Context: an optimization exercise on an open-source flow, tuned for small area and a short achievable clock period. The choices shown serve that exercise and are no tape-out recipe.

==> inputs of quartz <==
Design IEEE754_Mult, start of the top module:
module IEEE754_Mult
(
	input clock,
	input resetn,
	input [31:0] a,
	input [31:0] b,
	output [31:0] y
);
export LEC_CHECK = 0
export CAP_MARGIN = 20
export CORE_MARGIN = 2
export CORE_UTILIZATION = 40
export CTS_BUF_LIST = sky130_fd_sc_hd__clkbuf_4 sky130_fd_sc_hd__clkbuf_8
export SETUP_SLACK_MARGIN = 5
export SLEW_MARGIN = 20
export SYNTH_HIERARCHICAL = 1
create_clock -name core_clock -period 11.0 [get_ports {clock}]
standard.sh (not shown) runs the stock make flow with config.mk's settings and CLKGATE_MAP_FILE= SYNTH_SCRIPT=/design/flow/synth_recipe.tcl, a recipe that flattens the netlist after the stock synthesis.
==> flow/flow/run.sh <==
#!/bin/bash
set -euo pipefail
bash standard.sh SETUP_SLACK_MARGIN=7 TNS_END_PERCENT=1 "BUFFER_PORTS_ARGS=-buffer_cell sky130_fd_sc_hd__buf_2"  finish > standard.log 2>&1
==> amber: changes against quartz <==
--- a/flow/design.v
+++ b/flow/design.v
@@ -423,17 +423,17 @@
 	fax us378 (.a(pp219), .b(pp243), .c(pp267), .s(s378), .co(c379));
 	wire s380, c381;
 	fax us380 (.a(ma[3]), .b(c315), .c(nn52), .s(s380), .co(c381));
 	wire s382, c383;
 	fax us382 (.a(pp76), .b(pp100), .c(pp124), .s(s382), .co(c383));
 	wire s384, c385;
 	fax us384 (.a(pp148), .b(pp172), .c(pp196), .s(s384), .co(c385));
 	wire s386, c387;
-	fax us386 (.a(pp220), .b(pp244), .c(pp268), .s(s386), .co(c387));
+	fa us386 (.a(pp220), .b(pp244), .c(pp268), .s(s386), .co(c387));
 	wire s388 = ~(ma[4] ^ pp77);
 	wire c389 = ma[4] | pp77;
 	wire s390, c391;
 	fax us390 (.a(pp101), .b(pp125), .c(pp149), .s(s390), .co(c391));
 	wire s392, c393;
 	fax us392 (.a(pp173), .b(pp197), .c(pp221), .s(s392), .co(c393));
 	wire s394 = pp245 ^ pp269;
 	wire c395 = pp245 & pp269;
@@ -475,17 +475,17 @@
 	wire c431 = pp86 & pp110;
 	wire s432, c433;
 	fa us432 (.a(bo[7]), .b(pp15), .c(pp39), .s(s432), .co(c433));
 	wire s434, c435;
 	fa us434 (.a(pp63), .b(pp87), .c(pp111), .s(s434), .co(c435));
 	wire s436 = pp135 ^ pp159;
 	wire c437 = pp135 & pp159;
 	wire s438, c439;
-	fa us438 (.a(pp16), .b(pp40), .c(pp64), .s(s438), .co(c439));
+	fax us438 (.a(pp16), .b(pp40), .c(pp64), .s(s438), .co(c439));
 	wire s440, c441;
 	fa us440 (.a(pp88), .b(pp112), .c(pp136), .s(s440), .co(c441));
 	wire s442 = pp160 ^ pp184;
 	wire c443 = pp160 & pp184;
 	wire s444, c445;
 	fa us444 (.a(pp41), .b(pp65), .c(pp89), .s(s444), .co(c445));
 	wire s446, c447;
 	fa us446 (.a(pp113), .b(pp137), .c(pp161), .s(s446), .co(c447));
@@ -597,17 +597,17 @@
 	fa us552 (.a(s418), .b(pp155), .c(pp179), .s(s552), .co(c553));
 	wire s554, c555;
 	fa us554 (.a(pp203), .b(pp227), .c(pp251), .s(s554), .co(c555));
 	wire s556, c557;
 	fax us556 (.a(pp275), .b(pp299), .c(c417), .s(s556), .co(c557));
 	wire s558, c559;
 	fa us558 (.a(ma[11]), .b(c419), .c(nn156), .s(s558), .co(c559));
 	wire s560, c561;
-	fax us560 (.a(pp180), .b(pp204), .c(pp228), .s(s560), .co(c561));
+	fa us560 (.a(pp180), .b(pp204), .c(pp228), .s(s560), .co(c561));
 	wire s562, c563;
 	fax us562 (.a(pp252), .b(pp276), .c(pp300), .s(s562), .co(c563));
 	wire s564 = ~(ma[12] ^ pp181);
 	wire c565 = ma[12] | pp181;
 	wire s566, c567;
 	fax us566 (.a(pp205), .b(pp229), .c(pp253), .s(s566), .co(c567));
 	wire s568 = pp277 ^ pp301;
 	wire c569 = pp277 & pp301;
@@ -653,17 +653,17 @@
 	fa us608 (.a(s430), .b(c425), .c(s428), .s(s608), .co(c609));
 	wire s610, c611;
 	fa us610 (.a(pp183), .b(c431), .c(s436), .s(s610), .co(c611));
 	wire s612, c613;
 	fa us612 (.a(c429), .b(s432), .c(s434), .s(s612), .co(c613));
 	wire s614, c615;
 	fa us614 (.a(c437), .b(s442), .c(c433), .s(s614), .co(c615));
 	wire s616, c617;
-	fa us616 (.a(c435), .b(s438), .c(s440), .s(s616), .co(c617));
+	fax us616 (.a(c435), .b(s438), .c(s440), .s(s616), .co(c617));
 	wire s618, c619;
 	fa us618 (.a(c443), .b(c439), .c(c441), .s(s618), .co(c619));
 	wire s620, c621;
 	fax us620 (.a(s444), .b(s446), .c(s448), .s(s620), .co(c621));
 	wire s622, c623;
 	fa us622 (.a(c445), .b(c447), .c(s450), .s(s622), .co(c623));
 	wire s624, c625;
 	fax us624 (.a(s452), .b(c449), .c(s454), .s(s624), .co(c625));
@@ -713,17 +713,17 @@
 	fax us668 (.a(c515), .b(s518), .c(s520), .s(s668), .co(c669));
 	wire s670, c671;
 	fax us670 (.a(c517), .b(s522), .c(c519), .s(s670), .co(c671));
 	wire s672, c673;
 	fax us672 (.a(c521), .b(s524), .c(s526), .s(s672), .co(c673));
 	wire s674, c675;
 	fax us674 (.a(s528), .b(c523), .c(c525), .s(s674), .co(c675));
 	wire s676, c677;
-	fax us676 (.a(c527), .b(s530), .c(s532), .s(s676), .co(c677));
+	fa us676 (.a(c527), .b(s530), .c(s532), .s(s676), .co(c677));
 	wire s678, c679;
 	fax us678 (.a(c529), .b(s534), .c(c531), .s(s678), .co(c679));
 	wire s680, c681;
 	fax us680 (.a(c533), .b(s536), .c(s538), .s(s680), .co(c681));
 	wire s682, c683;
 	fax us682 (.a(c535), .b(s540), .c(s542), .s(s682), .co(c683));
 	wire s684, c685;
 	fax us684 (.a(c537), .b(c539), .c(s544), .s(s684), .co(c685));
@@ -735,17 +735,17 @@
 	fa us690 (.a(c547), .b(c549), .c(s552), .s(s690), .co(c691));
 	wire s692, c693;
 	fa us692 (.a(s554), .b(c551), .c(s556), .s(s692), .co(c693));
 	wire s694, c695;
 	fa us694 (.a(s558), .b(c553), .c(c555), .s(s694), .co(c695));
 	wire s696, c697;
 	fax us696 (.a(s560), .b(s562), .c(c557), .s(s696), .co(c697));
 	wire s698, c699;
-	fax us698 (.a(c559), .b(s568), .c(c561), .s(s698), .co(c699));
+	fa us698 (.a(c559), .b(s568), .c(c561), .s(s698), .co(c699));
 	wire s700, c701;
 	fax us700 (.a(c563), .b(s564), .c(s566), .s(s700), .co(c701));
 	wire s702, c703;
 	fa us702 (.a(pp302), .b(c569), .c(c565), .s(s702), .co(c703));
 	wire s704, c705;
 	fa us704 (.a(c567), .b(s570), .c(s572), .s(s704), .co(c705));
 	wire s706, c707;
 	fa us706 (.a(pp279), .b(pp303), .c(s576), .s(s706), .co(c707));
@@ -791,17 +791,17 @@
 	fa us746 (.a(c599), .b(s602), .c(c601), .s(s746), .co(c747));
 	wire s748, c749;
 	fa us748 (.a(c603), .b(s606), .c(c605), .s(s748), .co(c749));
 	wire s750, c751;
 	fa us750 (.a(c607), .b(s610), .c(c609), .s(s750), .co(c751));
 	wire s752, c753;
 	fa us752 (.a(c611), .b(c613), .c(s614), .s(s752), .co(c753));
 	wire s754, c755;
-	fa us754 (.a(c615), .b(c617), .c(s618), .s(s754), .co(c755));
+	fax us754 (.a(c615), .b(c617), .c(s618), .s(s754), .co(c755));
 	wire s756, c757;
 	fax us756 (.a(c619), .b(s622), .c(c621), .s(s756), .co(c757));
 	wire s758, c759;
 	fax us758 (.a(c623), .b(s626), .c(c625), .s(s758), .co(c759));
 	wire s760, c761;
 	fax us760 (.a(c627), .b(s630), .c(c629), .s(s760), .co(c761));
 	wire s762, c763;
 	fax us762 (.a(c631), .b(s634), .c(c633), .s(s762), .co(c763));
@@ -1037,16 +1037,16 @@
 module fa (input a, input b, input c, output s, output co);
 	assign s = a ^ b ^ c;
 	assign co = (a & b) | (a & c) | (b & c);
 endmodule
 module fax (input a, input b, input c, output s, output co);
 	wire t;
 	x2 u0 (.a(a), .b(b), .y(t));
 	x2 u1 (.a(t), .b(c), .y(s));
-	mj3 u2 (.a(a), .b(b), .c(c), .y(co));
+	ao22 u2 (.a(a), .b(b), .c(t), .d(c), .y(co));
 endmodule
 module x2 (input a, input b, output y);
 	assign y = a ^ b;
 endmodule
-module mj3 (input a, input b, input c, output y);
-	assign y = (a & b) | (a & c) | (b & c);
+module ao22 (input a, input b, input c, input d, output y);
+	assign y = (a & b) | (c & d);
 endmodule
==> results.json <==
{
  "run_status": "finished clean",
  "post_drt_wl_per_cell_um": 21.0,
  "transition_time_of_the_tightest_slew_check_pin_ns": 0.972,
  "finalCoreUtilization": 0.443,
  "via_count_of_the_first_global_routing_pass": 14800,
  "data_arrival_critical_path_ns": 2.47,
  "worstHoldEndpoint": "e2[0]",
  "vias_per_cell": 5.71,
  "post_synth.cell_area_avg_um2": 9.30,
  "yosysSeqAreaShare": 0.130,
  "yosys-top-cells-area": "sky130_fd_sc_hd__xor2_1, sky130_fd_sc_hd__xnor2_1, sky130_fd_sc_hd__dfxtp_1, sky130_fd_sc_hd__fa_1, sky130_fd_sc_hd__a22oi_1",
  "regToRegEndpoint": "lp1",
  "setup_ws_ns": 6.33
}
(the above is from quartz)
==> results.json <==
{
  "finalCoreUtilization": 0.446,
  "transition_time_of_the_tightest_slew_check_pin_ns": 0.729,
  "finalHoldViolations": 0,
  "regToRegEndpoint": "bs1[4]",
  "data_arrival_critical_path_ns": 2.51,
  "vias_per_cell": 5.94,
  "post_drt_wl_per_cell_um": 21.6,
  "worstHoldEndpoint": "e2[4]",
  "via_count_of_the_first_global_routing_pass": 14800,
  "post_synth.cell_area_avg_um2": 9.11,
  "yosys-top-cells-area": "sky130_fd_sc_hd__xor2_1, sky130_fd_sc_hd__xnor2_1, sky130_fd_sc_hd__dfxtp_1, sky130_fd_sc_hd__fa_1, sky130_fd_sc_hd__a22oi_1",
  "setup_ws_ns": 6.29,
  "run_status": "finished clean"
}
(the above is from amber)
Function was not checked in any run of this note: the RTL went through the layout flow alone.

[port drivers added, routing unchanged]
How much do the figures lean on ideal ports? The routed layouts below were timed once more, with nothing changed but the port constraints.
Step 1, drivers: a clkbuf_16 drives clock and a buf_2 each remaining input, both assumed.
Step 2 adds t to the input delays and takes it off the output delays; t is the mean of the earliest and latest rising clock arrival at the registers after step 1. Input paths then give back, and output paths get back, about the clock's delay inside the block.
Slacks: no drivers / after step 1 / after step 2; pairs: no drivers / after step 1.
run	shift t [ns]	setup slack, ns	worst setup path at the end	slew at the worst register clock pin (ns)
quartz	0.504	6.326 / 6.281 / 6.377	register to register	0.09 / 0.09
amber	0.500	6.294 / 6.249 / 6.533	register to register	0.10 / 0.10
After both steps setup and hold are still met in every run listed.
